This is an optimization exercise on Yosys and OpenROAD, whose aim is small area and a short achievable clock period, not a production implementation.
Only simulation tests tie the RTL to the original design; equivalence was not proved.
Power and IR drop assume default switching activity.

==> design/flow/config.mk <==
export PLATFORM = sky130hd
export DESIGN_NAME = multiply_accumulate
export DESIGN_NICKNAME = multiply_accumulate
export VERILOG_FILES = /design/flow/design.v
export SDC_FILE = /design/flow/constraint.sdc
export NUM_CORES = 4
export LEC_CHECK = 0
export CAP_MARGIN = 20
export CORE_MARGIN = 2
export CORE_UTILIZATION = 65
export CTS_BUF_LIST = sky130_fd_sc_hd__clkbuf_8
export CTS_CLUSTER_DIAMETER = 60
export CTS_CLUSTER_SIZE = 15
export SETUP_SLACK_MARGIN = 2.2
export SLEW_MARGIN = 20
export TNS_END_PERCENT = 0
==> design/flow/constraint.sdc <==
create_clock -name core_clock -period 4.5 [get_ports {clk}]
set_input_delay 0.9000 -clock core_clock [delete_from_list [all_inputs] [get_ports {clk}]]
set_output_delay 0.9000 -clock core_clock [all_outputs]
set_load 0.01 [all_outputs]
==> design/flow/design.v <==
module multiplier_int(clk, a, one, two, neg, b, p);
  input clk;
  input [15:0] a;
  input [7:0] one, two, neg;
  input [15:0] b;
  output [31:0] p;
  reg [15:0] a_r;
  reg [7:0] one_r, two_r, neg_r;
  wire pp0_0;
  wire pp0_1;
  wire pp0_2;
  wire pp0_3;
  wire pp0_4;
  wire pp0_5;
  wire pp0_6;
  wire pp0_7;
  wire pp0_8;
  wire pp0_9;
  wire pp0_10;
  wire pp0_11;
  wire pp0_12;
  wire pp0_13;
  wire pp0_14;
  wire pp0_15;
  wire pp0_16;
  wire pp1_0;
  wire pp1_1;
  wire pp1_2;
  wire pp1_3;
  wire pp1_4;
  wire pp1_5;
  wire pp1_6;
  wire pp1_7;
  wire pp1_8;
  wire pp1_9;
  wire pp1_10;
  wire pp1_11;
  wire pp1_12;
  wire pp1_13;
  wire pp1_14;
  wire pp1_15;
  wire pp1_16;
  wire pp2_0;
  wire pp2_1;
  wire pp2_2;
  wire pp2_3;
  wire pp2_4;
  wire pp2_5;
  wire pp2_6;
  wire pp2_7;
  wire pp2_8;
  wire pp2_9;
  wire pp2_10;
  wire pp2_11;
  wire pp2_12;
  wire pp2_13;
  wire pp2_14;
  wire pp2_15;
  wire pp2_16;
  wire pp3_0;
  wire pp3_1;
  wire pp3_2;
  wire pp3_3;
  wire pp3_4;
  wire pp3_5;
  wire pp3_6;
  wire pp3_7;
  wire pp3_8;
  wire pp3_9;
  wire pp3_10;
  wire pp3_11;
  wire pp3_12;
  wire pp3_13;
  wire pp3_14;
  wire pp3_15;
  wire pp3_16;
  wire pp4_0;
  wire pp4_1;
  wire pp4_2;
  wire pp4_3;
  wire pp4_4;
  wire pp4_5;
  wire pp4_6;
  wire pp4_7;
  wire pp4_8;
  wire pp4_9;
  wire pp4_10;
  wire pp4_11;
  wire pp4_12;
  wire pp4_13;
  wire pp4_14;
  wire pp4_15;
  wire pp4_16;
  wire pp5_0;
  wire pp5_1;
  wire pp5_2;
  wire pp5_3;
  wire pp5_4;
  wire pp5_5;
  wire pp5_6;
  wire pp5_7;
  wire pp5_8;
  wire pp5_9;
  wire pp5_10;
  wire pp5_11;
  wire pp5_12;
  wire pp5_13;
  wire pp5_14;
  wire pp5_15;
  wire pp5_16;
  wire pp6_0;
  wire pp6_1;
  wire pp6_2;
  wire pp6_3;
  wire pp6_4;
  wire pp6_5;
  wire pp6_6;
  wire pp6_7;
  wire pp6_8;
  wire pp6_9;
  wire pp6_10;
  wire pp6_11;
  wire pp6_12;
  wire pp6_13;
  wire pp6_14;
  wire pp6_15;
  wire pp6_16;
  wire pp7_0;
  wire pp7_1;
  wire pp7_2;
  wire pp7_3;
  wire pp7_4;
  wire pp7_5;
  wire pp7_6;
  wire pp7_7;
  wire pp7_8;
  wire pp7_9;
  wire pp7_10;
  wire pp7_11;
  wire pp7_12;
  wire pp7_13;
  wire pp7_14;
  wire pp7_15;
  wire pp7_16;
  wire s1;
  wire c2;
  wire s3;
  wire c4;
  wire s5;
  wire c6;
  wire s7;
  wire c8;
  wire s9;
  wire c10;
  wire s11;
  wire c12;
  wire s13;
  wire c14;
  wire s15;
  wire c16;
  wire s17;
  wire c18;
  wire s19;
  wire c20;
  wire s21;
  wire c22;
  wire s23;
  wire c24;
  wire s25;
  wire c26;
  wire s27;
  wire c28;
  wire s29;
  wire c30;
  wire s31;
  wire c32;
  wire s33;
  wire c34;
  wire s35;
  wire c36;
  wire s37;
  wire c38;
  wire s39;
  wire c40;
  wire s41;
  wire c42;
  wire s43;
  wire c44;
  wire s45;
  wire c46;
  wire s47;
  wire c48;
  wire s49;
  wire c50;
  wire s51;
  wire c52;
  wire s53;
  wire c54;
  wire s55;
  wire c56;
  wire s57;
  wire c58;
  wire s59;
  wire c60;
  wire s61;
  wire c62;
  wire s63;
  wire c64;
  wire s65;
  wire c66;
  wire s67;
  wire c68;
  wire s69;
  wire c70;
  wire s71;
  wire c72;
  wire s73;
  wire c74;
  wire s75;
  wire c76;
  wire s77;
  wire c78;
  wire s79;
  wire c80;
  wire s81;
  wire c82;
  wire s83;
  wire c84;
  wire s85;
  wire c86;
  wire s87;
  wire c88;
  wire s89;
  wire c90;
  wire s91;
  wire c92;
  wire s93;
  wire c94;
  wire s95;
  wire c96;
  wire s97;
  wire c98;
  wire s99;
  wire c100;
  wire s101;
  wire c102;
  wire s103;
  wire c104;
  wire s105;
  wire c106;
  wire s107;
  wire c108;
  wire s109;
  wire c110;
  wire s111;
  wire c112;
  wire s113;
  wire c114;
  wire s115;
  wire c116;
  wire s117;
  wire c118;
  wire s119;
  wire c120;
  wire s121;
  wire c122;
  wire s123;
  wire c124;
  wire s125;
  wire c126;
  wire s127;
  wire c128;
  wire s129;
  wire c130;
  wire s131;
  wire c132;
  wire s133;
  wire c134;
  wire s135;
  wire c136;
  wire s137;
  wire c138;
  wire s139;
  wire c140;
  wire s141;
  wire c142;
  wire s143;
  wire c144;
  wire s145;
  wire c146;
  wire s147;
  wire c148;
  wire s149;
  wire c150;
  wire s151;
  wire c152;
  wire s153;
  wire c154;
  wire s155;
  wire c156;
  wire s157;
  wire c158;
  wire s159;
  wire c160;
  wire s161;
  wire c162;
  wire s163;
  wire c164;
  wire s165;
  wire c166;
  wire s167;
  wire c168;
  wire s169;
  wire c170;
  wire s171;
  wire c172;
  wire s173;
  wire c174;
  wire s175;
  wire c176;
  wire s177;
  wire c178;
  wire s179;
  wire c180;
  wire s181;
  wire c182;
  wire s183;
  wire c184;
  wire s185;
  wire c186;
  wire s187;
  wire c188;
  wire s189;
  wire c190;
  wire s191;
  wire c192;
  wire s193;
  wire c194;
  wire s195;
  wire c196;
  wire s197;
  wire c198;
  wire s199;
  wire c200;
  wire s201;
  wire c202;
  wire s203;
  wire c204;
  wire s205;
  wire c206;
  wire s207;
  wire c208;
  wire s209;
  wire c210;
  wire s211;
  wire c212;
  wire s213;
  wire c214;
  wire s215;
  wire c216;
  wire s217;
  wire c218;
  wire s219;
  wire c220;
  wire s221;
  wire c222;
  wire s223;
  wire c224;
  reg t3_0_0;
  reg t3_0_1;
  reg t3_1_0;
  reg t3_2_0;
  reg t3_2_1;
  reg t3_2_2;
  reg t3_3_0;
  reg t3_3_1;
  reg t3_4_0;
  reg t3_4_1;
  reg t3_4_2;
  reg t3_5_0;
  reg t3_5_1;
  reg t3_5_2;
  reg t3_6_0;
  reg t3_6_1;
  reg t3_6_2;
  reg t3_7_0;
  reg t3_7_1;
  reg t3_7_2;
  reg t3_8_0;
  reg t3_8_1;
  reg t3_8_2;
  reg t3_9_0;
  reg t3_9_1;
  reg t3_9_2;
  reg t3_10_0;
  reg t3_10_1;
  reg t3_10_2;
  reg t3_11_0;
  reg t3_11_1;
  reg t3_11_2;
  reg t3_12_0;
  reg t3_12_1;
  reg t3_12_2;
  reg t3_13_0;
  reg t3_13_1;
  reg t3_13_2;
  reg t3_14_0;
  reg t3_14_1;
  reg t3_14_2;
  reg t3_15_0;
  reg t3_15_1;
  reg t3_15_2;
  reg t3_16_0;
  reg t3_16_1;
  reg t3_16_2;
  reg t3_17_0;
  reg t3_17_1;
  reg t3_17_2;
  reg t3_18_0;
  reg t3_18_1;
  reg t3_18_2;
  reg t3_19_0;
  reg t3_19_1;
  reg t3_19_2;
  reg t3_20_0;
  reg t3_20_1;
  reg t3_20_2;
  reg t3_21_0;
  reg t3_21_1;
  reg t3_21_2;
  reg t3_22_0;
  reg t3_22_1;
  reg t3_22_2;
  reg t3_23_0;
  reg t3_23_1;
  reg t3_23_2;
  reg t3_24_0;
  reg t3_24_1;
  reg t3_24_2;
  reg t3_25_0;
  reg t3_25_1;
  reg t3_25_2;
  reg t3_26_0;
  reg t3_26_1;
  reg t3_26_2;
  reg t3_27_0;
  reg t3_27_2;
  reg t3_28_0;
  reg t3_28_1;
  reg t3_28_2;
  reg t3_29_0;
  reg t3_30_0;
  always @(posedge clk) begin
    a_r <= a;
    one_r <= one; two_r <= two; neg_r <= neg;
    t3_0_0 <= pp0_0;
    t3_0_1 <= neg_r[0];
    t3_1_0 <= pp0_1;
    t3_2_0 <= pp0_2;
    t3_2_1 <= pp1_0;
    t3_2_2 <= neg_r[1];
    t3_3_0 <= pp0_3;
    t3_3_1 <= pp1_1;
    t3_4_0 <= s121;
    t3_4_1 <= pp2_0;
    t3_4_2 <= neg_r[2];
    t3_5_0 <= s123;
    t3_5_1 <= pp2_1;
    t3_5_2 <= c122;
    t3_6_0 <= s125;
    t3_6_1 <= neg_r[3];
    t3_6_2 <= c124;
    t3_7_0 <= s127;
    t3_7_1 <= c50;
    t3_7_2 <= c126;
    t3_8_0 <= s129;
    t3_8_1 <= c52;
    t3_8_2 <= c128;
    t3_9_0 <= s131;
    t3_9_1 <= c56;
    t3_9_2 <= c130;
    t3_10_0 <= s133;
    t3_10_1 <= c60;
    t3_10_2 <= c132;
    t3_11_0 <= s135;
    t3_11_1 <= c64;
    t3_11_2 <= c134;
    t3_12_0 <= s137;
    t3_12_1 <= c68;
    t3_12_2 <= c136;
    t3_13_0 <= s139;
    t3_13_1 <= c72;
    t3_13_2 <= c138;
    t3_14_0 <= s141;
    t3_14_1 <= c76;
    t3_14_2 <= c140;
    t3_15_0 <= s143;
    t3_15_1 <= c80;
    t3_15_2 <= c142;
    t3_16_0 <= s145;
    t3_16_1 <= c84;
    t3_16_2 <= c144;
    t3_17_0 <= s147;
    t3_17_1 <= c88;
    t3_17_2 <= c146;
    t3_18_0 <= s149;
    t3_18_1 <= c92;
    t3_18_2 <= c148;
    t3_19_0 <= s151;
    t3_19_1 <= c96;
    t3_19_2 <= c150;
    t3_20_0 <= s153;
    t3_20_1 <= c100;
    t3_20_2 <= c152;
    t3_21_0 <= s155;
    t3_21_1 <= c104;
    t3_21_2 <= c154;
    t3_22_0 <= s157;
    t3_22_1 <= c108;
    t3_22_2 <= c156;
    t3_23_0 <= s159;
    t3_23_1 <= c112;
    t3_23_2 <= c158;
    t3_24_0 <= s161;
    t3_24_1 <= c116;
    t3_24_2 <= c160;
    t3_25_0 <= s163;
    t3_25_1 <= c118;
    t3_25_2 <= c162;
    t3_26_0 <= s165;
    t3_26_1 <= c120;
    t3_26_2 <= c164;
    t3_27_0 <= s167;
    t3_27_2 <= c166;
    t3_28_0 <= pp6_16;
    t3_28_1 <= pp7_14;
    t3_28_2 <= c168;
    t3_29_0 <= pp7_15;
    t3_30_0 <= pp7_16;
  end
  assign pp0_0 = (one_r[0] & a_r[0]) ^ neg_r[0];
  assign pp0_1 = ((one_r[0] & a_r[1]) | (two_r[0] & a_r[0])) ^ neg_r[0];
  assign pp0_2 = ((one_r[0] & a_r[2]) | (two_r[0] & a_r[1])) ^ neg_r[0];
  assign pp0_3 = ((one_r[0] & a_r[3]) | (two_r[0] & a_r[2])) ^ neg_r[0];
  assign pp0_4 = ((one_r[0] & a_r[4]) | (two_r[0] & a_r[3])) ^ neg_r[0];
  assign pp0_5 = ((one_r[0] & a_r[5]) | (two_r[0] & a_r[4])) ^ neg_r[0];
  assign pp0_6 = ((one_r[0] & a_r[6]) | (two_r[0] & a_r[5])) ^ neg_r[0];
  assign pp0_7 = ((one_r[0] & a_r[7]) | (two_r[0] & a_r[6])) ^ neg_r[0];
  assign pp0_8 = ((one_r[0] & a_r[8]) | (two_r[0] & a_r[7])) ^ neg_r[0];
  assign pp0_9 = ((one_r[0] & a_r[9]) | (two_r[0] & a_r[8])) ^ neg_r[0];
  assign pp0_10 = ((one_r[0] & a_r[10]) | (two_r[0] & a_r[9])) ^ neg_r[0];
  assign pp0_11 = ((one_r[0] & a_r[11]) | (two_r[0] & a_r[10])) ^ neg_r[0];
  assign pp0_12 = ((one_r[0] & a_r[12]) | (two_r[0] & a_r[11])) ^ neg_r[0];
  assign pp0_13 = ((one_r[0] & a_r[13]) | (two_r[0] & a_r[12])) ^ neg_r[0];
  assign pp0_14 = ((one_r[0] & a_r[14]) | (two_r[0] & a_r[13])) ^ neg_r[0];
  assign pp0_15 = ((one_r[0] & a_r[15]) | (two_r[0] & a_r[14])) ^ neg_r[0];
  assign pp0_16 = ~(((one_r[0] & a_r[15]) | (two_r[0] & a_r[15])) ^ neg_r[0]);
  assign pp1_0 = (one_r[1] & a_r[0]) ^ neg_r[1];
  assign pp1_1 = ((one_r[1] & a_r[1]) | (two_r[1] & a_r[0])) ^ neg_r[1];
  assign pp1_2 = ((one_r[1] & a_r[2]) | (two_r[1] & a_r[1])) ^ neg_r[1];
  assign pp1_3 = ((one_r[1] & a_r[3]) | (two_r[1] & a_r[2])) ^ neg_r[1];
  assign pp1_4 = ((one_r[1] & a_r[4]) | (two_r[1] & a_r[3])) ^ neg_r[1];
  assign pp1_5 = ((one_r[1] & a_r[5]) | (two_r[1] & a_r[4])) ^ neg_r[1];
  assign pp1_6 = ((one_r[1] & a_r[6]) | (two_r[1] & a_r[5])) ^ neg_r[1];
  assign pp1_7 = ((one_r[1] & a_r[7]) | (two_r[1] & a_r[6])) ^ neg_r[1];
  assign pp1_8 = ((one_r[1] & a_r[8]) | (two_r[1] & a_r[7])) ^ neg_r[1];
  assign pp1_9 = ((one_r[1] & a_r[9]) | (two_r[1] & a_r[8])) ^ neg_r[1];
  assign pp1_10 = ((one_r[1] & a_r[10]) | (two_r[1] & a_r[9])) ^ neg_r[1];
  assign pp1_11 = ((one_r[1] & a_r[11]) | (two_r[1] & a_r[10])) ^ neg_r[1];
  assign pp1_12 = ((one_r[1] & a_r[12]) | (two_r[1] & a_r[11])) ^ neg_r[1];
  assign pp1_13 = ((one_r[1] & a_r[13]) | (two_r[1] & a_r[12])) ^ neg_r[1];
  assign pp1_14 = ((one_r[1] & a_r[14]) | (two_r[1] & a_r[13])) ^ neg_r[1];
  assign pp1_15 = ((one_r[1] & a_r[15]) | (two_r[1] & a_r[14])) ^ neg_r[1];
  assign pp1_16 = ~(((one_r[1] & a_r[15]) | (two_r[1] & a_r[15])) ^ neg_r[1]);
  assign pp2_0 = (one_r[2] & a_r[0]) ^ neg_r[2];
  assign pp2_1 = ((one_r[2] & a_r[1]) | (two_r[2] & a_r[0])) ^ neg_r[2];
  assign pp2_2 = ((one_r[2] & a_r[2]) | (two_r[2] & a_r[1])) ^ neg_r[2];
  assign pp2_3 = ((one_r[2] & a_r[3]) | (two_r[2] & a_r[2])) ^ neg_r[2];
  assign pp2_4 = ((one_r[2] & a_r[4]) | (two_r[2] & a_r[3])) ^ neg_r[2];
  assign pp2_5 = ((one_r[2] & a_r[5]) | (two_r[2] & a_r[4])) ^ neg_r[2];
  assign pp2_6 = ((one_r[2] & a_r[6]) | (two_r[2] & a_r[5])) ^ neg_r[2];
  assign pp2_7 = ((one_r[2] & a_r[7]) | (two_r[2] & a_r[6])) ^ neg_r[2];
  assign pp2_8 = ((one_r[2] & a_r[8]) | (two_r[2] & a_r[7])) ^ neg_r[2];
  assign pp2_9 = ((one_r[2] & a_r[9]) | (two_r[2] & a_r[8])) ^ neg_r[2];
  assign pp2_10 = ((one_r[2] & a_r[10]) | (two_r[2] & a_r[9])) ^ neg_r[2];
  assign pp2_11 = ((one_r[2] & a_r[11]) | (two_r[2] & a_r[10])) ^ neg_r[2];
  assign pp2_12 = ((one_r[2] & a_r[12]) | (two_r[2] & a_r[11])) ^ neg_r[2];
  assign pp2_13 = ((one_r[2] & a_r[13]) | (two_r[2] & a_r[12])) ^ neg_r[2];
  assign pp2_14 = ((one_r[2] & a_r[14]) | (two_r[2] & a_r[13])) ^ neg_r[2];
  assign pp2_15 = ((one_r[2] & a_r[15]) | (two_r[2] & a_r[14])) ^ neg_r[2];
  assign pp2_16 = ~(((one_r[2] & a_r[15]) | (two_r[2] & a_r[15])) ^ neg_r[2]);
  assign pp3_0 = (one_r[3] & a_r[0]) ^ neg_r[3];
  assign pp3_1 = ((one_r[3] & a_r[1]) | (two_r[3] & a_r[0])) ^ neg_r[3];
  assign pp3_2 = ((one_r[3] & a_r[2]) | (two_r[3] & a_r[1])) ^ neg_r[3];
  assign pp3_3 = ((one_r[3] & a_r[3]) | (two_r[3] & a_r[2])) ^ neg_r[3];
  assign pp3_4 = ((one_r[3] & a_r[4]) | (two_r[3] & a_r[3])) ^ neg_r[3];
  assign pp3_5 = ((one_r[3] & a_r[5]) | (two_r[3] & a_r[4])) ^ neg_r[3];
  assign pp3_6 = ((one_r[3] & a_r[6]) | (two_r[3] & a_r[5])) ^ neg_r[3];
  assign pp3_7 = ((one_r[3] & a_r[7]) | (two_r[3] & a_r[6])) ^ neg_r[3];
  assign pp3_8 = ((one_r[3] & a_r[8]) | (two_r[3] & a_r[7])) ^ neg_r[3];
  assign pp3_9 = ((one_r[3] & a_r[9]) | (two_r[3] & a_r[8])) ^ neg_r[3];
  assign pp3_10 = ((one_r[3] & a_r[10]) | (two_r[3] & a_r[9])) ^ neg_r[3];
  assign pp3_11 = ((one_r[3] & a_r[11]) | (two_r[3] & a_r[10])) ^ neg_r[3];
  assign pp3_12 = ((one_r[3] & a_r[12]) | (two_r[3] & a_r[11])) ^ neg_r[3];
  assign pp3_13 = ((one_r[3] & a_r[13]) | (two_r[3] & a_r[12])) ^ neg_r[3];
  assign pp3_14 = ((one_r[3] & a_r[14]) | (two_r[3] & a_r[13])) ^ neg_r[3];
  assign pp3_15 = ((one_r[3] & a_r[15]) | (two_r[3] & a_r[14])) ^ neg_r[3];
  assign pp3_16 = ~(((one_r[3] & a_r[15]) | (two_r[3] & a_r[15])) ^ neg_r[3]);
  assign pp4_0 = (one_r[4] & a_r[0]) ^ neg_r[4];
  assign pp4_1 = ((one_r[4] & a_r[1]) | (two_r[4] & a_r[0])) ^ neg_r[4];
  assign pp4_2 = ((one_r[4] & a_r[2]) | (two_r[4] & a_r[1])) ^ neg_r[4];
  assign pp4_3 = ((one_r[4] & a_r[3]) | (two_r[4] & a_r[2])) ^ neg_r[4];
  assign pp4_4 = ((one_r[4] & a_r[4]) | (two_r[4] & a_r[3])) ^ neg_r[4];
  assign pp4_5 = ((one_r[4] & a_r[5]) | (two_r[4] & a_r[4])) ^ neg_r[4];
  assign pp4_6 = ((one_r[4] & a_r[6]) | (two_r[4] & a_r[5])) ^ neg_r[4];
  assign pp4_7 = ((one_r[4] & a_r[7]) | (two_r[4] & a_r[6])) ^ neg_r[4];
  assign pp4_8 = ((one_r[4] & a_r[8]) | (two_r[4] & a_r[7])) ^ neg_r[4];
  assign pp4_9 = ((one_r[4] & a_r[9]) | (two_r[4] & a_r[8])) ^ neg_r[4];
  assign pp4_10 = ((one_r[4] & a_r[10]) | (two_r[4] & a_r[9])) ^ neg_r[4];
  assign pp4_11 = ((one_r[4] & a_r[11]) | (two_r[4] & a_r[10])) ^ neg_r[4];
  assign pp4_12 = ((one_r[4] & a_r[12]) | (two_r[4] & a_r[11])) ^ neg_r[4];
  assign pp4_13 = ((one_r[4] & a_r[13]) | (two_r[4] & a_r[12])) ^ neg_r[4];
  assign pp4_14 = ((one_r[4] & a_r[14]) | (two_r[4] & a_r[13])) ^ neg_r[4];
  assign pp4_15 = ((one_r[4] & a_r[15]) | (two_r[4] & a_r[14])) ^ neg_r[4];
  assign pp4_16 = ~(((one_r[4] & a_r[15]) | (two_r[4] & a_r[15])) ^ neg_r[4]);
  assign pp5_0 = (one_r[5] & a_r[0]) ^ neg_r[5];
  assign pp5_1 = ((one_r[5] & a_r[1]) | (two_r[5] & a_r[0])) ^ neg_r[5];
  assign pp5_2 = ((one_r[5] & a_r[2]) | (two_r[5] & a_r[1])) ^ neg_r[5];
  assign pp5_3 = ((one_r[5] & a_r[3]) | (two_r[5] & a_r[2])) ^ neg_r[5];
  assign pp5_4 = ((one_r[5] & a_r[4]) | (two_r[5] & a_r[3])) ^ neg_r[5];
  assign pp5_5 = ((one_r[5] & a_r[5]) | (two_r[5] & a_r[4])) ^ neg_r[5];
  assign pp5_6 = ((one_r[5] & a_r[6]) | (two_r[5] & a_r[5])) ^ neg_r[5];
  assign pp5_7 = ((one_r[5] & a_r[7]) | (two_r[5] & a_r[6])) ^ neg_r[5];
  assign pp5_8 = ((one_r[5] & a_r[8]) | (two_r[5] & a_r[7])) ^ neg_r[5];
  assign pp5_9 = ((one_r[5] & a_r[9]) | (two_r[5] & a_r[8])) ^ neg_r[5];
  assign pp5_10 = ((one_r[5] & a_r[10]) | (two_r[5] & a_r[9])) ^ neg_r[5];
  assign pp5_11 = ((one_r[5] & a_r[11]) | (two_r[5] & a_r[10])) ^ neg_r[5];
  assign pp5_12 = ((one_r[5] & a_r[12]) | (two_r[5] & a_r[11])) ^ neg_r[5];
  assign pp5_13 = ((one_r[5] & a_r[13]) | (two_r[5] & a_r[12])) ^ neg_r[5];
  assign pp5_14 = ((one_r[5] & a_r[14]) | (two_r[5] & a_r[13])) ^ neg_r[5];
  assign pp5_15 = ((one_r[5] & a_r[15]) | (two_r[5] & a_r[14])) ^ neg_r[5];
  assign pp5_16 = ~(((one_r[5] & a_r[15]) | (two_r[5] & a_r[15])) ^ neg_r[5]);
  assign pp6_0 = (one_r[6] & a_r[0]) ^ neg_r[6];
  assign pp6_1 = ((one_r[6] & a_r[1]) | (two_r[6] & a_r[0])) ^ neg_r[6];
  assign pp6_2 = ((one_r[6] & a_r[2]) | (two_r[6] & a_r[1])) ^ neg_r[6];
  assign pp6_3 = ((one_r[6] & a_r[3]) | (two_r[6] & a_r[2])) ^ neg_r[6];
  assign pp6_4 = ((one_r[6] & a_r[4]) | (two_r[6] & a_r[3])) ^ neg_r[6];
  assign pp6_5 = ((one_r[6] & a_r[5]) | (two_r[6] & a_r[4])) ^ neg_r[6];
  assign pp6_6 = ((one_r[6] & a_r[6]) | (two_r[6] & a_r[5])) ^ neg_r[6];
  assign pp6_7 = ((one_r[6] & a_r[7]) | (two_r[6] & a_r[6])) ^ neg_r[6];
  assign pp6_8 = ((one_r[6] & a_r[8]) | (two_r[6] & a_r[7])) ^ neg_r[6];
  assign pp6_9 = ((one_r[6] & a_r[9]) | (two_r[6] & a_r[8])) ^ neg_r[6];
  assign pp6_10 = ((one_r[6] & a_r[10]) | (two_r[6] & a_r[9])) ^ neg_r[6];
  assign pp6_11 = ((one_r[6] & a_r[11]) | (two_r[6] & a_r[10])) ^ neg_r[6];
  assign pp6_12 = ((one_r[6] & a_r[12]) | (two_r[6] & a_r[11])) ^ neg_r[6];
  assign pp6_13 = ((one_r[6] & a_r[13]) | (two_r[6] & a_r[12])) ^ neg_r[6];
  assign pp6_14 = ((one_r[6] & a_r[14]) | (two_r[6] & a_r[13])) ^ neg_r[6];
  assign pp6_15 = ((one_r[6] & a_r[15]) | (two_r[6] & a_r[14])) ^ neg_r[6];
  assign pp6_16 = ~(((one_r[6] & a_r[15]) | (two_r[6] & a_r[15])) ^ neg_r[6]);
  assign pp7_0 = (one_r[7] & a_r[0]) ^ neg_r[7];
  assign pp7_1 = ((one_r[7] & a_r[1]) | (two_r[7] & a_r[0])) ^ neg_r[7];
  assign pp7_2 = ((one_r[7] & a_r[2]) | (two_r[7] & a_r[1])) ^ neg_r[7];
  assign pp7_3 = ((one_r[7] & a_r[3]) | (two_r[7] & a_r[2])) ^ neg_r[7];
  assign pp7_4 = ((one_r[7] & a_r[4]) | (two_r[7] & a_r[3])) ^ neg_r[7];
  assign pp7_5 = ((one_r[7] & a_r[5]) | (two_r[7] & a_r[4])) ^ neg_r[7];
  assign pp7_6 = ((one_r[7] & a_r[6]) | (two_r[7] & a_r[5])) ^ neg_r[7];
  assign pp7_7 = ((one_r[7] & a_r[7]) | (two_r[7] & a_r[6])) ^ neg_r[7];
  assign pp7_8 = ((one_r[7] & a_r[8]) | (two_r[7] & a_r[7])) ^ neg_r[7];
  assign pp7_9 = ((one_r[7] & a_r[9]) | (two_r[7] & a_r[8])) ^ neg_r[7];
  assign pp7_10 = ((one_r[7] & a_r[10]) | (two_r[7] & a_r[9])) ^ neg_r[7];
  assign pp7_11 = ((one_r[7] & a_r[11]) | (two_r[7] & a_r[10])) ^ neg_r[7];
  assign pp7_12 = ((one_r[7] & a_r[12]) | (two_r[7] & a_r[11])) ^ neg_r[7];
  assign pp7_13 = ((one_r[7] & a_r[13]) | (two_r[7] & a_r[12])) ^ neg_r[7];
  assign pp7_14 = ((one_r[7] & a_r[14]) | (two_r[7] & a_r[13])) ^ neg_r[7];
  assign pp7_15 = ((one_r[7] & a_r[15]) | (two_r[7] & a_r[14])) ^ neg_r[7];
  assign pp7_16 = ~(((one_r[7] & a_r[15]) | (two_r[7] & a_r[15])) ^ neg_r[7]);
  assign s1 = pp0_10 ^ pp1_8;
  assign c2 = pp0_10 & pp1_8;
  assign s3 = pp0_11 ^ pp1_9;
  assign c4 = pp0_11 & pp1_9;
  assign s5 = pp0_12 ^ pp1_10 ^ pp2_8;
  assign c6 = (pp0_12 & pp1_10) | (pp0_12 & pp2_8) | (pp1_10 & pp2_8);
  assign s7 = pp3_6 ^ pp4_4;
  assign c8 = pp3_6 & pp4_4;
  assign s9 = pp0_13 ^ pp1_11 ^ pp2_9;
  assign c10 = (pp0_13 & pp1_11) | (pp0_13 & pp2_9) | (pp1_11 & pp2_9);
  assign s11 = pp3_7 ^ pp4_5;
  assign c12 = pp3_7 & pp4_5;
  assign s13 = pp0_14 ^ pp1_12 ^ pp2_10;
  assign c14 = (pp0_14 & pp1_12) | (pp0_14 & pp2_10) | (pp1_12 & pp2_10);
  assign s15 = pp3_8 ^ pp4_6 ^ pp5_4;
  assign c16 = (pp3_8 & pp4_6) | (pp3_8 & pp5_4) | (pp4_6 & pp5_4);
  assign s17 = pp6_2 ^ pp7_0;
  assign c18 = pp6_2 & pp7_0;
  assign s19 = pp0_15 ^ pp1_13 ^ pp2_11;
  assign c20 = (pp0_15 & pp1_13) | (pp0_15 & pp2_11) | (pp1_13 & pp2_11);
  assign s21 = pp3_9 ^ pp4_7 ^ pp5_5;
  assign c22 = (pp3_9 & pp4_7) | (pp3_9 & pp5_5) | (pp4_7 & pp5_5);
  assign s23 = pp6_3 ^ pp7_1;
  assign c24 = pp6_3 & pp7_1;
  assign s25 = pp0_16 ^ pp1_14 ^ pp2_12;
  assign c26 = (pp0_16 & pp1_14) | (pp0_16 & pp2_12) | (pp1_14 & pp2_12);
  assign s27 = pp3_10 ^ pp4_8 ^ pp5_6;
  assign c28 = (pp3_10 & pp4_8) | (pp3_10 & pp5_6) | (pp4_8 & pp5_6);
  assign s29 = pp6_4 ^ pp7_2 ^ 1'b1;
  assign c30 = (pp6_4 & pp7_2) | (pp6_4 & 1'b1) | (pp7_2 & 1'b1);
  assign s31 = pp1_15 ^ pp2_13 ^ pp3_11;
  assign c32 = (pp1_15 & pp2_13) | (pp1_15 & pp3_11) | (pp2_13 & pp3_11);
  assign s33 = pp4_9 ^ pp5_7 ^ pp6_5;
  assign c34 = (pp4_9 & pp5_7) | (pp4_9 & pp6_5) | (pp5_7 & pp6_5);
  assign s35 = pp7_3 ^ 1'b1;
  assign c36 = pp7_3 & 1'b1;
  assign s37 = pp1_16 ^ pp2_14 ^ pp3_12;
  assign c38 = (pp1_16 & pp2_14) | (pp1_16 & pp3_12) | (pp2_14 & pp3_12);
  assign s39 = pp4_10 ^ pp5_8 ^ pp6_6;
  assign c40 = (pp4_10 & pp5_8) | (pp4_10 & pp6_6) | (pp5_8 & pp6_6);
  assign s41 = pp2_15 ^ pp3_13 ^ pp4_11;
  assign c42 = (pp2_15 & pp3_13) | (pp2_15 & pp4_11) | (pp3_13 & pp4_11);
  assign s43 = pp5_9 ^ pp6_7;
  assign c44 = pp5_9 & pp6_7;
  assign s45 = pp2_16 ^ pp3_14 ^ pp4_12;
  assign c46 = (pp2_16 & pp3_14) | (pp2_16 & pp4_12) | (pp3_14 & pp4_12);
  assign s47 = pp3_15 ^ pp4_13;
  assign c48 = pp3_15 & pp4_13;
  assign s49 = pp0_6 ^ pp1_4;
  assign c50 = pp0_6 & pp1_4;
  assign s51 = pp0_7 ^ pp1_5;
  assign c52 = pp0_7 & pp1_5;
  assign s53 = pp0_8 ^ pp1_6 ^ pp2_4;
  assign c54 = (pp0_8 & pp1_6) | (pp0_8 & pp2_4) | (pp1_6 & pp2_4);
  assign s55 = pp3_2 ^ pp4_0;
  assign c56 = pp3_2 & pp4_0;
  assign s57 = pp0_9 ^ pp1_7 ^ pp2_5;
  assign c58 = (pp0_9 & pp1_7) | (pp0_9 & pp2_5) | (pp1_7 & pp2_5);
  assign s59 = pp3_3 ^ pp4_1;
  assign c60 = pp3_3 & pp4_1;
  assign s61 = s1 ^ pp2_6 ^ pp3_4;
  assign c62 = (s1 & pp2_6) | (s1 & pp3_4) | (pp2_6 & pp3_4);
  assign s63 = pp4_2 ^ pp5_0 ^ neg_r[5];
  assign c64 = (pp4_2 & pp5_0) | (pp4_2 & neg_r[5]) | (pp5_0 & neg_r[5]);
  assign s65 = s3 ^ pp2_7 ^ pp3_5;
  assign c66 = (s3 & pp2_7) | (s3 & pp3_5) | (pp2_7 & pp3_5);
  assign s67 = pp4_3 ^ pp5_1 ^ c2;
  assign c68 = (pp4_3 & pp5_1) | (pp4_3 & c2) | (pp5_1 & c2);
  assign s69 = s5 ^ s7 ^ pp5_2;
  assign c70 = (s5 & s7) | (s5 & pp5_2) | (s7 & pp5_2);
  assign s71 = pp6_0 ^ neg_r[6] ^ c4;
  assign c72 = (pp6_0 & neg_r[6]) | (pp6_0 & c4) | (neg_r[6] & c4);
  assign s73 = s9 ^ s11 ^ pp5_3;
  assign c74 = (s9 & s11) | (s9 & pp5_3) | (s11 & pp5_3);
  assign s75 = pp6_1 ^ c6 ^ c8;
  assign c76 = (pp6_1 & c6) | (pp6_1 & c8) | (c6 & c8);
  assign s77 = s13 ^ s15 ^ s17;
  assign c78 = (s13 & s15) | (s13 & s17) | (s15 & s17);
  assign s79 = neg_r[7] ^ c10 ^ c12;
  assign c80 = (neg_r[7] & c10) | (neg_r[7] & c12) | (c10 & c12);
  assign s81 = s19 ^ s21 ^ s23;
  assign c82 = (s19 & s21) | (s19 & s23) | (s21 & s23);
  assign s83 = c14 ^ c16 ^ c18;
  assign c84 = (c14 & c16) | (c14 & c18) | (c16 & c18);
  assign s85 = s25 ^ s27 ^ s29;
  assign c86 = (s25 & s27) | (s25 & s29) | (s27 & s29);
  assign s87 = c20 ^ c22 ^ c24;
  assign c88 = (c20 & c22) | (c20 & c24) | (c22 & c24);
  assign s89 = s31 ^ s33 ^ s35;
  assign c90 = (s31 & s33) | (s31 & s35) | (s33 & s35);
  assign s91 = c26 ^ c28 ^ c30;
  assign c92 = (c26 & c28) | (c26 & c30) | (c28 & c30);
  assign s93 = s37 ^ s39 ^ pp7_4;
  assign c94 = (s37 & s39) | (s37 & pp7_4) | (s39 & pp7_4);
  assign s95 = c32 ^ c34 ^ c36;
  assign c96 = (c32 & c34) | (c32 & c36) | (c34 & c36);
  assign s97 = s41 ^ s43 ^ pp7_5;
  assign c98 = (s41 & s43) | (s41 & pp7_5) | (s43 & pp7_5);
  assign s99 = 1'b1 ^ c38 ^ c40;
  assign c100 = (1'b1 & c38) | (1'b1 & c40) | (c38 & c40);
  assign s101 = s45 ^ pp5_10 ^ pp6_8;
  assign c102 = (s45 & pp5_10) | (s45 & pp6_8) | (pp5_10 & pp6_8);
  assign s103 = pp7_6 ^ c42 ^ c44;
  assign c104 = (pp7_6 & c42) | (pp7_6 & c44) | (c42 & c44);
  assign s105 = s47 ^ pp5_11 ^ pp6_9;
  assign c106 = (s47 & pp5_11) | (s47 & pp6_9) | (pp5_11 & pp6_9);
  assign s107 = pp7_7 ^ 1'b1 ^ c46;
  assign c108 = (pp7_7 & 1'b1) | (pp7_7 & c46) | (1'b1 & c46);
  assign s109 = pp3_16 ^ pp4_14 ^ pp5_12;
  assign c110 = (pp3_16 & pp4_14) | (pp3_16 & pp5_12) | (pp4_14 & pp5_12);
  assign s111 = pp6_10 ^ pp7_8 ^ c48;
  assign c112 = (pp6_10 & pp7_8) | (pp6_10 & c48) | (pp7_8 & c48);
  assign s113 = pp4_15 ^ pp5_13 ^ pp6_11;
  assign c114 = (pp4_15 & pp5_13) | (pp4_15 & pp6_11) | (pp5_13 & pp6_11);
  assign s115 = pp7_9 ^ 1'b1;
  assign c116 = pp7_9 & 1'b1;
  assign s117 = pp4_16 ^ pp5_14 ^ pp6_12;
  assign c118 = (pp4_16 & pp5_14) | (pp4_16 & pp6_12) | (pp5_14 & pp6_12);
  assign s119 = pp5_15 ^ pp6_13;
  assign c120 = pp5_15 & pp6_13;
  assign s121 = pp0_4 ^ pp1_2;
  assign c122 = pp0_4 & pp1_2;
  assign s123 = pp0_5 ^ pp1_3;
  assign c124 = pp0_5 & pp1_3;
  assign s125 = s49 ^ pp2_2 ^ pp3_0;
  assign c126 = (s49 & pp2_2) | (s49 & pp3_0) | (pp2_2 & pp3_0);
  assign s127 = s51 ^ pp2_3 ^ pp3_1;
  assign c128 = (s51 & pp2_3) | (s51 & pp3_1) | (pp2_3 & pp3_1);
  assign s129 = s53 ^ s55 ^ neg_r[4];
  assign c130 = (s53 & s55) | (s53 & neg_r[4]) | (s55 & neg_r[4]);
  assign s131 = s57 ^ s59 ^ c54;
  assign c132 = (s57 & s59) | (s57 & c54) | (s59 & c54);
  assign s133 = s61 ^ s63 ^ c58;
  assign c134 = (s61 & s63) | (s61 & c58) | (s63 & c58);
  assign s135 = s65 ^ s67 ^ c62;
  assign c136 = (s65 & s67) | (s65 & c62) | (s67 & c62);
  assign s137 = s69 ^ s71 ^ c66;
  assign c138 = (s69 & s71) | (s69 & c66) | (s71 & c66);
  assign s139 = s73 ^ s75 ^ c70;
  assign c140 = (s73 & s75) | (s73 & c70) | (s75 & c70);
  assign s141 = s77 ^ s79 ^ c74;
  assign c142 = (s77 & s79) | (s77 & c74) | (s79 & c74);
  assign s143 = s81 ^ s83 ^ c78;
  assign c144 = (s81 & s83) | (s81 & c78) | (s83 & c78);
  assign s145 = s85 ^ s87 ^ c82;
  assign c146 = (s85 & s87) | (s85 & c82) | (s87 & c82);
  assign s147 = s89 ^ s91 ^ c86;
  assign c148 = (s89 & s91) | (s89 & c86) | (s91 & c86);
  assign s149 = s93 ^ s95 ^ c90;
  assign c150 = (s93 & s95) | (s93 & c90) | (s95 & c90);
  assign s151 = s97 ^ s99 ^ c94;
  assign c152 = (s97 & s99) | (s97 & c94) | (s99 & c94);
  assign s153 = s101 ^ s103 ^ c98;
  assign c154 = (s101 & s103) | (s101 & c98) | (s103 & c98);
  assign s155 = s105 ^ s107 ^ c102;
  assign c156 = (s105 & s107) | (s105 & c102) | (s107 & c102);
  assign s157 = s109 ^ s111 ^ c106;
  assign c158 = (s109 & s111) | (s109 & c106) | (s111 & c106);
  assign s159 = s113 ^ s115 ^ c110;
  assign c160 = (s113 & s115) | (s113 & c110) | (s115 & c110);
  assign s161 = s117 ^ pp7_10 ^ c114;
  assign c162 = (s117 & pp7_10) | (s117 & c114) | (pp7_10 & c114);
  assign s163 = s119 ^ pp7_11 ^ 1'b1;
  assign c164 = (s119 & pp7_11) | (s119 & 1'b1) | (pp7_11 & 1'b1);
  assign s165 = pp5_16 ^ pp6_14 ^ pp7_12;
  assign c166 = (pp5_16 & pp6_14) | (pp5_16 & pp7_12) | (pp6_14 & pp7_12);
  assign s167 = pp6_15 ^ pp7_13;
  assign c168 = pp6_15 & pp7_13;
  assign s169 = t3_2_0 ^ t3_2_1;
  assign c170 = t3_2_0 & t3_2_1;
  assign s171 = t3_3_0 ^ t3_3_1;
  assign c172 = t3_3_0 & t3_3_1;
  assign s173 = t3_4_0 ^ t3_4_1 ^ t3_4_2;
  assign c174 = (t3_4_0 & t3_4_1) | (t3_4_0 & t3_4_2) | (t3_4_1 & t3_4_2);
  assign s175 = t3_5_0 ^ t3_5_1 ^ t3_5_2;
  assign c176 = (t3_5_0 & t3_5_1) | (t3_5_0 & t3_5_2) | (t3_5_1 & t3_5_2);
  assign s177 = t3_6_0 ^ t3_6_1 ^ t3_6_2;
  assign c178 = (t3_6_0 & t3_6_1) | (t3_6_0 & t3_6_2) | (t3_6_1 & t3_6_2);
  assign s179 = t3_7_0 ^ t3_7_1 ^ t3_7_2;
  assign c180 = (t3_7_0 & t3_7_1) | (t3_7_0 & t3_7_2) | (t3_7_1 & t3_7_2);
  assign s181 = t3_8_0 ^ t3_8_1 ^ t3_8_2;
  assign c182 = (t3_8_0 & t3_8_1) | (t3_8_0 & t3_8_2) | (t3_8_1 & t3_8_2);
  assign s183 = t3_9_0 ^ t3_9_1 ^ t3_9_2;
  assign c184 = (t3_9_0 & t3_9_1) | (t3_9_0 & t3_9_2) | (t3_9_1 & t3_9_2);
  assign s185 = t3_10_0 ^ t3_10_1 ^ t3_10_2;
  assign c186 = (t3_10_0 & t3_10_1) | (t3_10_0 & t3_10_2) | (t3_10_1 & t3_10_2);
  assign s187 = t3_11_0 ^ t3_11_1 ^ t3_11_2;
  assign c188 = (t3_11_0 & t3_11_1) | (t3_11_0 & t3_11_2) | (t3_11_1 & t3_11_2);
  assign s189 = t3_12_0 ^ t3_12_1 ^ t3_12_2;
  assign c190 = (t3_12_0 & t3_12_1) | (t3_12_0 & t3_12_2) | (t3_12_1 & t3_12_2);
  assign s191 = t3_13_0 ^ t3_13_1 ^ t3_13_2;
  assign c192 = (t3_13_0 & t3_13_1) | (t3_13_0 & t3_13_2) | (t3_13_1 & t3_13_2);
  assign s193 = t3_14_0 ^ t3_14_1 ^ t3_14_2;
  assign c194 = (t3_14_0 & t3_14_1) | (t3_14_0 & t3_14_2) | (t3_14_1 & t3_14_2);
  assign s195 = t3_15_0 ^ t3_15_1 ^ t3_15_2;
  assign c196 = (t3_15_0 & t3_15_1) | (t3_15_0 & t3_15_2) | (t3_15_1 & t3_15_2);
  assign s197 = t3_16_0 ^ t3_16_1 ^ t3_16_2;
  assign c198 = (t3_16_0 & t3_16_1) | (t3_16_0 & t3_16_2) | (t3_16_1 & t3_16_2);
  assign s199 = t3_17_0 ^ t3_17_1 ^ t3_17_2;
  assign c200 = (t3_17_0 & t3_17_1) | (t3_17_0 & t3_17_2) | (t3_17_1 & t3_17_2);
  assign s201 = t3_18_0 ^ t3_18_1 ^ t3_18_2;
  assign c202 = (t3_18_0 & t3_18_1) | (t3_18_0 & t3_18_2) | (t3_18_1 & t3_18_2);
  assign s203 = t3_19_0 ^ t3_19_1 ^ t3_19_2;
  assign c204 = (t3_19_0 & t3_19_1) | (t3_19_0 & t3_19_2) | (t3_19_1 & t3_19_2);
  assign s205 = t3_20_0 ^ t3_20_1 ^ t3_20_2;
  assign c206 = (t3_20_0 & t3_20_1) | (t3_20_0 & t3_20_2) | (t3_20_1 & t3_20_2);
  assign s207 = t3_21_0 ^ t3_21_1 ^ t3_21_2;
  assign c208 = (t3_21_0 & t3_21_1) | (t3_21_0 & t3_21_2) | (t3_21_1 & t3_21_2);
  assign s209 = t3_22_0 ^ t3_22_1 ^ t3_22_2;
  assign c210 = (t3_22_0 & t3_22_1) | (t3_22_0 & t3_22_2) | (t3_22_1 & t3_22_2);
  assign s211 = t3_23_0 ^ t3_23_1 ^ t3_23_2;
  assign c212 = (t3_23_0 & t3_23_1) | (t3_23_0 & t3_23_2) | (t3_23_1 & t3_23_2);
  assign s213 = t3_24_0 ^ t3_24_1 ^ t3_24_2;
  assign c214 = (t3_24_0 & t3_24_1) | (t3_24_0 & t3_24_2) | (t3_24_1 & t3_24_2);
  assign s215 = t3_25_0 ^ t3_25_1 ^ t3_25_2;
  assign c216 = (t3_25_0 & t3_25_1) | (t3_25_0 & t3_25_2) | (t3_25_1 & t3_25_2);
  assign s217 = t3_26_0 ^ t3_26_1 ^ t3_26_2;
  assign c218 = (t3_26_0 & t3_26_1) | (t3_26_0 & t3_26_2) | (t3_26_1 & t3_26_2);
  assign s219 = t3_27_0 ^ 1'b1 ^ t3_27_2;
  assign c220 = (t3_27_0 & 1'b1) | (t3_27_0 & t3_27_2) | (1'b1 & t3_27_2);
  assign s221 = t3_28_0 ^ t3_28_1 ^ t3_28_2;
  assign c222 = (t3_28_0 & t3_28_1) | (t3_28_0 & t3_28_2) | (t3_28_1 & t3_28_2);
  assign s223 = t3_29_0 ^ 1'b1;
  assign c224 = t3_29_0 & 1'b1;
  wire [31:0] rowA = {1'b1, t3_30_0, s223, s221, s219, s217, s215, s213, s211, s209, s207, s205, s203, s201, s199, s197, s195, s193, s191, s189, s187, s185, s183, s181, s179, s177, s175, s173, s171, s169, t3_1_0, t3_0_0};
  wire [31:0] rowB = {1'b0, c224, c222, c220, c218, c216, c214, c212, c210, c208, c206, c204, c202, c200, c198, c196, c194, c192, c190, c188, c186, c184, c182, c180, c178, c176, c174, c172, c170, t3_2_2, 1'b0, t3_0_1};
  assign p = rowA + rowB;
endmodule
module multiply_accumulate(
  clk,
  aresetn,
  reset,
  data,
  multi,
  result,
  overflow
);
  parameter I_OPP_W = 16;
  parameter O_OPP_W = 2 * I_OPP_W;
  input clk;
  input aresetn;
  input reset;
  input [I_OPP_W - 1:0] data;
  input [I_OPP_W - 1:0] multi;
  output reg [O_OPP_W - 1:0] result;
  output reg overflow;
  wire [16:0] bx = {multi, 1'b0};
  wire [7:0] one, two, neg;
  genvar g;
  generate for (g = 0; g < 8; g = g + 1) begin : enc
    assign one[g] = bx[2*g+1] ^ bx[2*g];
    assign two[g] = (bx[2*g+2] & ~bx[2*g+1] & ~bx[2*g]) | (~bx[2*g+2] & bx[2*g+1] & bx[2*g]);
    assign neg[g] = bx[2*g+2];
  end endgenerate
  wire [31:0] prod;
  multiplier_int u0(.clk(clk), .a(data), .one(one), .two(two), .neg(neg), .b(multi), .p(prod));
  localparam ND = 15;
  reg [30:0] pd [0:ND-2];
  integer i;
  always @(posedge clk) begin
    pd[0] <= prod[30:0];
    for (i = 1; i < ND - 1; i = i + 1)
      pd[i] <= pd[i-1];
  end
  wire [30:0] pp = pd[ND-2];
  wire [31:0] pfull = {pp[30] & (|pp[29:0]), pp};
  reg [4:0] cnt;
  reg [31:0] q;
  always @(posedge clk, negedge aresetn) begin
    if (aresetn == 0) begin
      cnt <= 0;
      q <= 0;
    end else begin
      if (cnt != 5'd16)
        cnt <= cnt + 5'd1;
      q <= (cnt == 5'd16) ? pfull : 32'd0;
    end
  end
  always @(posedge clk, negedge aresetn) begin
    if (aresetn == 0) begin
      result <= 0;
      overflow <= 0;
    end else if (reset == 1) begin
      result <= 0;
      overflow <= 0;
    end else begin
      result <= result + q;
      overflow <= result[O_OPP_W - 1] ^ q[31];
    end
  end
endmodule
==> design/flow/flow/run.sh <==
#!/bin/bash
bash standard.sh MATCH_CELL_FOOTPRINT=0 "BUFFER_PORTS_ARGS=-buffer_cell sky130_fd_sc_hd__buf_1" finish > standard.log 2>&1
==> design/flow/standard.sh <==
#!/bin/bash
# synth_recipe.tcl (not shown) runs the flow's synth.tcl, then flattens the netlist and writes it again
# the make line also repeats each setting of config.mk as NAME=value (left out here)
make -C /OpenROAD-flow-scripts/flow DESIGN_CONFIG=/design/flow/config.mk WORK_HOME=/design/flow/orfs CLKGATE_MAP_FILE= SYNTH_SCRIPT=/design/flow/synth_recipe.tcl "${@:-finish}"
==> reports/metrics.yaml, run 1 <==
run_status:
  outcome: "timing/DRC/antenna clean"
grt:
  grt_pass1_vias: 12900
  grt_pass1_wl_um: 63800
  antenna_found_initial: 0
  grt_util_all_layers_pct: 22.2
  grt_overflow: 0
  grt_max_degree: 40
placement:
  dp_cells: 2215
  place_congestion: 0.859
  place_ws_ns: 1.34
  place.port_buffers: 67
  dp_hpwl_um: 26600
worst_setup_path:
  setup.worst_path.start_class: "flip-flop"
  rr_worst_depth: 8
  cp_data_arrival_time_ns: 3.24
  rr_startpoint: "u0.t3_8_2"
  cp_max_fo: 6
  endpoint: "pd[0][21]"
  r2r-end: "pd[0][21]"
  crit_type: "flip-flop to flip-flop"
  cp.required_ns: 5.05
  r2r_slack_ns: 1.81
  startpoint: "u0.t3_8_2"
  setup.worst_path.end_class: "flip-flop"
cts:
  ctsHoldBuffers: 0
  cts_tree: "built"
  cts_root_buffer: "clkbuf_8"
  clkTransAtPathRegs_ns: 0.09
  clock_path_buffers: 3
  insertion_delay_ns: 0.62
  htree_levels: 2
  cts_buffers: 52
  cts_sinks: 628
yosys:
  synth_edf_count: 0
  synth_top_area_share_pct: 50.9
  async_reset_ff_share_pct: 11.1
  syn_area_um2: 21900
  synth_compound_area_share_pct: 11.0
  ys.flop_type: "dfxtp_1"
  synth-xor-area-share_pct: 7.75
  yosys_register_bits: 628
  synth_top_family_by_area: "adder cells"
  seq_area_frac_synth_pct: 58.9
  synthSimpleGateAreaFrac_pct: 5.91
  synthCells: 1793
  ys_types: 62
  synth_fa_ha_area_share_pct: 12.7
  synth_mux_area_share_pct: 0.456
  synth_warnings: 3
  synth_area_leaders: "dfxtp_1, dfrtp_1, fa_1, xnor2_1, ha_1"
  synth.largest_area_cell: "dfxtp_1"
  synth_area_per_cell_um2: 12.2
  synth_nets: 1999
detailed_routing:
  vias: 12800
  drt_wl_total_um: 38800
  via_per_inst: 5.48
  wl_per_cell_um: 16.7
  ant_nets: 0
  drt_iter0_drc: 567
  drcViolationCount: 0
  dr.pass1.iters: 5
pwr:
  peakVddDrop_uv: 408
  cellPowerDensity_nw_per_um2: 853
  p_leak_nw: 10.1
  p_total_mw: 20.7
timing:
  setup_viol: 0
  hold_violations: 0
  setup_ws_ns: 1.81
  fmax_ghz: 0.372
  final.min_clock_period_ns: 2.69
  slew_viol_final: 0
  worst_clock_skew_ns: 0.0189
  tns_ns: 0
  tightest_slew_ns: 0.713
  slew_headroom_pct: 52.5
  holdWs_ns: 0.322
  period_share_pct: 59.7
  rsz0062_at_grt: "true"
floorplanning:
  pin_count: 68
  die-area_um2: 35200
  rows: 67
  start_util_pct: 65.7
  die_x_um: 188
  core-area_um2: 33400
  die-height_um: 188
run:
  max_cap_violations: 0
final_layout:
  register_area_um2: 13000
  diodes: 0
  layout.nets: 2064
  fin_cells: 2328
  multiInputGateArea_um2: 8870
  fillCellCount: 2350
  area.growth.synth_to_final_pct: 10.9
  drive_above_1_share_pct: 13.5
min_path:
  hp-class: "flip-flop to flip-flop"
## state kept, by name, summed over array words and instances, names as in the netlist, 5 cells and up
| register | count |
|---|---|
| u0.a_r | 16 |
| u0.two_r | 8 |
| q | 32 |
| cnt | 5 |
| result | 32 |
| pd | 434 |
| u0.neg_r | 8 |
| u0.one_r | 8 |
## synth_stat cells (all sizes together) (16+ instances only)
master,count
a22oi,124
and2,38
o21ai,47
xor2,70
nand2,57
fa,85
a21oi,68
inv,84
xnor2,124
dfxtp,558
ha,86
a21o,25
nand3,17
nor2,55
nand4,16
clkbuf,95
dfrtp,70
## where the power goes
part           total (mW)  switching, mW  internal [mW]  leakage, nW
sequential           9.04          0.868           8.18         5.58
clock                2.96           1.71           1.25        0.520
combinational        8.74           4.98           3.77         4.01
total                20.7           7.56           13.2         10.1
## kinds of logic after synthesis
kind of cell    count (synthesis)
xor+xnor                      194
fa+ha+maj                     171
buf+inv                       187
compound gates                351
mux                             9
simple gates                  253
flops                         628
## through the flow
stage / instance area [um2] / util (%)
2_1_floorplan: 22400 / -
3_3_place_gp: 22600 / 67.8
3_5_place_dp: 22600 / 67.8
4_1_cts: 23800 / 71.4
5_1_grt: 24300 / 72.9
6_report: 24300 / 72.9
## metal layers
layer,track usage (%),part of all wire (%),up-vias
li1,-,-,6164
met2,40.7,51,328
met4,8.42,3.3,0
met3,3.46,3.9,104
met5,0,0,-
met1,26.4,42,6167
## critical path, stage by stage, from the launching register on
cell      delay (ns)
dfxtp_1         0.32
fa_1            0.53
ha_2            0.33
a21oi_4         0.18
o211ai_1        0.11
a21oi_1         0.49
nor2_1          0.18
a21boi_0        0.32
xnor2_1         0.15
## worst min path at each step
stage,end,start,depth (start not counted)
3_3_place_gp,pd[8][25],pd[7][25],0
3_5_place_dp,pd[10][17],pd[9][17],0
5_1_grt,pd[1][29],pd[0][29],0
2_1_floorplan,pd[10][0],pd[9][0],0
4_1_cts,result[3],aresetn,1
6_report,pd[12][0],pd[11][0],0
## cell usage in the layout (no fill, tap or decap), types with 38 or more instances in the layout
master,count
nor2_1,54
and2_1,38
clkbuf_8,54
a22oi_1,86
buf_4,47
a22oi_2,38
buf_1,66
dfrtp_1,70
nand2_1,57
fa_1,84
o21ai_0,42
a21oi_1,60
ha_1,68
dfxtp_1,524
inv_1,92
xor2_1,70
xnor2_1,124
## layout make-up
cell class / count / area share [%]
clock buffers: 54 / 3.05
clock inverters: 22 / 0.828
inverters: 84 / 1.30
multi-input cells: 978 / 36.5
flip-flops and latches: 628 / 53.6
well taps: 448 / 2.30
repair buffers: 114 / 2.49
## timing repair
action / CTS / global route
pin swaps: 13 / 14
resized for setup: 69 / 63
setup buffers: 7 / 30
setup endpoints to repair: 80 / 67
cloned: 0 / 0
==> inputs of run 2 (changes only) <==
--- a/design/flow/config.mk
+++ b/design/flow/config.mk
@@ -14,3 +14,3 @@
 export SETUP_SLACK_MARGIN = 2.2
 export SLEW_MARGIN = 20
-export TNS_END_PERCENT = 0
+export TNS_END_PERCENT = 5
==> run 2 against run 1 <==
Core utilization grew 1.8 points. First-iteration DRC count grew 6.2%. Clock skew grew 0.019 ns. Design area grew 2.4%. Clock power shrank 3%. Sequential power shrank 0.8%. Die area is the same. Critical endpoint is now pd[0][29]. Largest power group is now combinational logic. Highest routed layer unchanged.
==> reports/metrics.yaml, run 2 <==
run_status:
  outcome: "timing/DRC/antenna clean"
final_layout:
  final_cell_mix: "dfxtp_1, xnor2_1, buf_4"
  layout.nets: 2119
  top_regs: "pd: 434 flops, q: 32 flops, result: 32 flops"
  final_common_cell: "dfxtp_1"
  design_area_um2: 24900
  drive_above_1_share_pct: 16.8
  area.growth.synth_to_final_pct: 13.7
  largest_reg_flops: 434
  fillCellCount: 2236
  largest_register: "pd"
yosys:
  synth_commonest_cells: "dfxtp_1, a22oi_1, xnor2_1, clkbuf_1, ha_1"
  synth_nets: 1999
  synth_top_family_by_area: "adder cells"
  ys.flop_type: "dfxtp_1"
  synthSimpleGateAreaFrac_pct: 5.91
  ys_types: 62
  synth_area_leaders: "dfxtp_1, dfrtp_1, fa_1, xnor2_1, ha_1"
  synth_fa_ha_area_share_pct: 12.7
  synth_top_area_share_pct: 50.9
  seq_area_frac_synth_pct: 58.9
  yosysMostFrequentCell: "dfxtp_1"
  synth_compound_area_share_pct: 11.0
  synth-xor-area-share_pct: 7.75
  synth_area_per_cell_um2: 12.2
  synth_edf_count: 0
  synth.largest_area_cell: "dfxtp_1"
  syn_area_um2: 21900
  synth_mux_area_share_pct: 0.456
  synthCells: 1793
  async_reset_ff_share_pct: 11.1
  yosys_register_bits: 628
  synth_warnings: 3
cts:
  htree_levels: 2
  cts_sinks: 628
  clkTransAtPathRegs_ns: 0.10
  clock_path_buffers: 3
  cts_tree: "built"
  cts_root_buffer: "clkbuf_8"
  ctsHoldBuffers: 0
  insertion_delay_ns: 0.64
  cts_buffers: 52
timing:
  period_share_pct: 58.7
  final.min_clock_period_ns: 2.64
  rsz0062_at_grt: "true"
  setup_viol: 0
  tns_ns: 0
  tightest_slew_ns: 0.692
  slew_headroom_pct: 53.6
  hold_violations: 0
  worst_clock_skew_ns: 0.0375
  slew_viol_final: 0
  fmax_ghz: 0.378
detailed_routing:
  wl_met1_um: 15900
  dr.pass1.iters: 5
  via_per_inst: 5.50
  dr_wl_met2_um: 19600
  ant_nets: 0
  drt_wl_total_um: 39300
  dr.max_layer_used: "met4"
  wl_per_cell_um: 16.5
  drt_iter0_drc: 602
  wl_met3_um: 1840
  vias: 13100
  drcViolationCount: 0
pwr:
  sequentialPowerShare_pct: 42.0
  switching_share_pct: 36.4
  p_total_mw: 21.3
  p_sw_mw: 7.78
  p_int_mw: 13.6
  clockPowerShare_pct: 13.5
  peakVddDrop_uv: 395
  pwr-share-comb_pct: 44.5
  p_leak_nw: 10.4
  cellPowerDensity_nw_per_um2: 856
floorplanning:
  die-area_um2: 35200
  die_x_um: 188
  pin_count: 68
  start_util_pct: 65.7
  rows: 67
  core-area_um2: 33400
  die-height_um: 188
placement:
  place.port_buffers: 67
  post_dp_cell_area_um2: 22600
  place_congestion: 0.873
  dp_hpwl_um: 26100
grt:
  grt_pass1_vias: 13200
  grt_overflow: 0
  grt_util_all_layers_pct: 22.3
  grt_pass1_wl_um: 63800
  antenna_found_initial: 0
  grt_max_degree: 42
worst_setup_path:
  rr_startpoint: "u0.t3_25_2"
  cp_data_arrival_time_ns: 3.16
  setup.worst_path.end_class: "flip-flop"
  startpoint: "u0.t3_25_2"
  cp_max_fo: 8
  cp.required_ns: 5.01
  crit_type: "flip-flop to flip-flop"
  setup.worst_path.start_class: "flip-flop"
min_path:
  hp-class: "primary input to async pin"
run:
  max_cap_violations: 0
[run 2: cell counts after synthesis]
Identical to the previous run, type by type.
[run 2: worst max-delay path: stages (launching register included)]
cell and delay (ns):
dfxtp_1 0.33, fa_1 0.53, ha_2 0.45, nand2_1 0.11
nor2_1 0.22, nand3_1 0.27, nor4b_4 0.42, nor2_1 0.10
xnor2_1 0.13
[run 2: path summary, 6_finish.rpt]
check | cells past startpoint | slack (ns) | endpoint
max reg2reg | 8 | 1.86 | pd[0][29]
min in group core_clock | 0 | 0.31 | pd[3][16]
max in group asynchronous | 2 | 3.25 | result[31]
max | 8 | 1.86 | pd[0][29]
min reg2reg | 0 | 0.31 | pd[3][16]
min | 1 | 0.27 | result[4]
[run 2: cells by family after synthesis]
logic type                 after synthesis
muxes                                    9
xor gates and xnor gates               194
and+or+nand+nor                        253
adders and majority gates              171
AOI/OAI and AO/OA                      351
buffers and inverters                  187
DFF                                    628
[run 2: cell type report]
cell class / count / area [um2] / area share [%]
Sequential cell: 628 / 13000 / 52.3
Clock inverter: 22 / 188 / 0.753
Clock buffer: 52 / 716 / 2.87
Multi-Input combinational cell: 978 / 9020 / 36.2
Antenna cell: 1 / 2.50 / 0.0100
Tap cell: 448 / 561 / 2.25
Inverter: 84 / 315 / 1.26
Timing Repair Buffer: 169 / 1090 / 4.38
[run 2: through the flow]
step	instances	hold WS [ns]	util (%)	setup slack [ns]
detailed placement	2218	0.312	67.9	1.42
global route	2381	0.288	74.7	1.81
floorplan	1793	0.310	-	2.00
finish	2382	0.273	74.7	1.86
CTS	2365	0.245	73.2	1.83
global placement	2218	0.309	67.9	1.45
[run 2: per-layer routing]
| metal | up-vias | GRT usage [%] |
|---|---|---|
| li1 | 6291 | - |
| met1 | 6283 | 26.0 |
| met2 | 390 | 39.2 |
| met3 | 131 | 3.82 |
| met4 | 0 | 11.8 |
| met5 | - | 0 |
[run 2: power by group through the flow]
stage | Clock [mW] | Sequential, mW | Combinational (mW)
global route | 3.21 | 9.23 | 10.4
finish | 2.88 | 8.97 | 9.49
detailed placement | 0 | 9.17 | 7.59
global placement | 0 | 9.05 | 7.43
floorplan | 0 | 8.84 | 6.01
CTS | 3.00 | 9.01 | 8.08
[run 2: repair_timing]
action	4_1_cts	5_1_grt
resized for setup	98	72
buffers inserted	73	16
pin swaps	21	31
endpoints found under the setup margin	79	70
==> inputs of run 3 (changes only) <==
==> design/flow/flow/run.sh (replaced) <==
#!/bin/bash
export BUFFER_PORTS_ARGS="-buffer_cell sky130_fd_sc_hd__buf_1"
bash standard.sh > standard.log 2>&1
--- a/design/flow/config.mk
+++ b/design/flow/config.mk
@@ -10,7 +10,7 @@
 export CORE_UTILIZATION = 65
 export CTS_BUF_LIST = sky130_fd_sc_hd__clkbuf_8
-export CTS_CLUSTER_DIAMETER = 60
-export CTS_CLUSTER_SIZE = 15
+export CTS_CLUSTER_DIAMETER = 35
+export CTS_CLUSTER_SIZE = 25
 export SETUP_SLACK_MARGIN = 2.2
 export SLEW_MARGIN = 20
-export TNS_END_PERCENT = 5
+export TNS_END_PERCENT = 0
==> run 3 against run 2 <==
Die area did not move. Highest routed layer unchanged. Largest cell class unchanged. Setup slack got worse by 0.012 ns. First-iteration DRC count fell by 13%. Total power grew 1.5%. Fmax fell by 0.47%. Synthesized cell count stayed put. Clock skew increased by 0.014 ns. Clock-buffer cell count grew 28.
==> reports/metrics.yaml, run 3 <==
worst_setup_path:
  setup.worst_path.end_class: "flip-flop"
  crit_family: "compound AO/OA/AOI/OAI gates"
  cp_max_fo: 6
  cp.required_ns: 5.01
  slowest_stage: "fa_1"
  path_cells: "fa_1 -> ha_2 -> a21oi_2 -> o221ai_2 -> a31oi_4 -> o221ai_1 -> a311o_1 -> xor2_1"
  cp_data_arrival_time_ns: 3.16
  critPathBufInv: 0
  max_stage_delay_ns: 0.54
  crit_type: "flip-flop to flip-flop"
  setup.worst_path.start_class: "flip-flop"
placement:
  place.port_buffers: 67
  post_dp_cell_area_um2: 22600
  place_congestion: 0.875
  dp_hpwl_um: 26500
  place_ws_ns: 1.38
yosys:
  ys.flop_type: "dfxtp_1"
  synth_nets: 1999
  async_reset_ff_share_pct: 11.1
  synth_area_leaders: "dfxtp_1, dfrtp_1, fa_1, xnor2_1, ha_1"
  synth_top_area_share_pct: 50.9
  syn_area_um2: 21900
  synthCells: 1793
  synth_area_per_cell_um2: 12.2
  synth_commonest_cells: "dfxtp_1, a22oi_1, xnor2_1, clkbuf_1, ha_1"
  synth_edf_count: 0
  synth_warnings: 3
  synth.largest_area_cell: "dfxtp_1"
  seq_area_frac_synth_pct: 58.9
  ys_types: 62
  yosys_register_bits: 628
  yosysMostFrequentCell: "dfxtp_1"
grt:
  grt_pass1_vias: 13200
  antenna_found_initial: 0
  grt_max_degree: 46
  grt_pass1_wl_um: 64800
  grt_overflow: 0
  grt_util_all_layers_pct: 22.9
floorplanning:
  die-area_um2: 35200
  core-area_um2: 33400
  die_x_um: 188
  pin_count: 68
  rows: 67
  die-height_um: 188
  start_util_pct: 65.7
timing:
  setup_ws_ns: 1.84
  period_share_pct: 59.0
  hold_violations: 0
  worst_clock_skew_ns: 0.0519
  setup_viol: 0
  tightest_slew_ns: 0.847
  rsz0062_at_grt: "true"
  fmax_ghz: 0.377
  slew_headroom_pct: 43.6
  slew_viol_final: 0
  final.min_clock_period_ns: 2.66
  tns_ns: 0
final_layout:
  area.growth.synth_to_final_pct: 13.0
  drive_above_1_share_pct: 14.2
  final_common_cell: "dfxtp_1"
  layout.nets: 2068
  design_area_um2: 24800
  register_area_um2: 13000
  diodes: 0
  final_cell_mix: "dfxtp_1, xnor2_1, a22oi_1"
  multiInputGateArea_um2: 8650
  largest_reg_flops: 434
  top_regs: "pd: 434 flops, q: 32 flops, result: 32 flops"
  fillCellCount: 2259
  largest_register: "pd"
pwr:
  cellPowerDensity_nw_per_um2: 875
  peakVddDrop_uv: 399
  p_leak_nw: 10.4
cts:
  insertion_delay_ns: 0.66
  ctsHoldBuffers: 0
  cts_tree: "built"
  cts_buffers: 73
  clock_path_buffers: 3
  clkTransAtPathRegs_ns: 0.09
  cts_sinks: 628
  htree_levels: 3
  cts_root_buffer: "clkbuf_8"
detailed_routing:
  via_per_inst: 5.42
  wl_met1_um: 15800
  dr.max_layer_used: "met4"
  ant_nets: 0
  wl_per_cell_um: 16.4
  vias: 12800
  wl_met3_um: 1690
  drt_iter0_drc: 523
  drcViolationCount: 0
  dr_wl_met2_um: 19900
  dr.pass1.iters: 6
  drt_wl_total_um: 38800
run:
  max_cap_violations: 0
run_status:
  outcome: "timing/DRC/antenna clean"
min_path:
  hp-class: "primary input to async pin"
## run 3: cell type report
class / instances / share of cell area [%]
inverter: 84 / 1.27
multi-input combinational: 978 / 34.9
clock buffer: 80 / 4.44
tap: 448 / 2.26
timing repair buffer: 97 / 1.94
clock inverter: 55 / 2.69
sequential: 628 / 52.5
## run 3: metrics by stage
stage               total power, mW  utilization, %  hold slack [ns]  cells
floorplan                      14.8               -            0.310   1793
detailed placement             16.7            67.7            0.312   2218
global route                   23.2            74.3            0.243   2370
global placement               16.5            67.7            0.309   2218
CTS                            21.7            74.1            0.270   2370
finish                         21.7            74.3            0.241   2370
## run 3: final timing paths
path | startpoint | endpoint | slack (ns) | cells past startpoint
setup / recovery | u0.t3_8_2 | pd[0][25] | 1.84 | 8
hold / removal | aresetn | result[4] | 0.24 | 1
setup reg to reg | u0.t3_8_2 | pd[0][25] | 1.84 | 8
hold reg to reg | pd[2][22] | pd[3][22] | 0.27 | 0
max in group asynchronous | aresetn | q[28] | 3.47 | 2
min in group core_clock | pd[2][22] | pd[3][22] | 0.27 | 0
## run 3: where the power goes
| part | internal, mW | switching (mW) |
|---|---|---|
| clock network | 2.15 | 2.29 |
| registers | 8.18 | 0.850 |
| logic | 3.44 | 4.76 |
| total | 13.8 | 7.90 |
## run 3: what timing repair did
action                     CTS  global route
hold endpoints to repair     0             0
setup endpoints to repair   76            70
buffers inserted            17             0
pin swaps                   16             1
resized for setup           74            12
## run 3: cells by family after synthesis
family	Yosys count	share of synthesized area, %
buf+inv	187	3.30
simple gates	253	5.91
mux	9	0.456
fa+ha+maj	171	12.7
flops	628	58.9
xor+xnor	194	7.75
compound gates	351	11.0
## run 3: metal layers
layer	global-route usage [%]	vias to the layer above
met1	26.5	6162
li1	-	6229
met5	0	-
met2	41.0	340
met4	10.4	0
met3	4.57	116
## run 3: worst register-to-register path, cell delays in order, from the launching register on
cell and delay (ns):
dfxtp_1 0.32, fa_1 0.54, ha_2 0.31, a21oi_2 0.23, o221ai_2 0.17, a31oi_4 0.27
o221ai_1 0.19, a311o_1 0.38, xor2_1 0.15

-- static timing again, ports no longer ideal --
Ports are ideal in the flow. The routed layouts listed here were re-timed in OpenROAD.
Step 1 assumes that a clkbuf_16 drives the clock port and a buf_2 every other input.
Step 2 moves the port delays by t, midway between the first and last clock arrival at a register: inputs arrive t later, outputs are due t later. That takes back most of the time a late clock gives input paths.
Slacks: no drivers / after step 1 / after step 2; pairs: no drivers / after step 1.
run | t, ns | setup WS [ns] | worst setup path after step 2 | latest minus earliest clock arrival (ns) | slew at the worst register clock pin (ns)
run 1 | 0.655 | 1.813 / 1.813 / 1.813 | register to register | 0.025 / 0.025 | 0.10 / 0.10
run 2 | 0.669 | 1.857 / 1.857 / 1.857 | register to register | 0.040 / 0.041 | 0.10 / 0.10
run 3 | 0.691 | 1.844 / 1.844 / 1.798 | input to register | 0.062 / 0.062 | 0.12 / 0.12
After both steps every run listed still meets setup and hold. The setup slack of run 3, which loses most, moves by 0.000 ns with the drivers and by -0.046 ns with both steps.
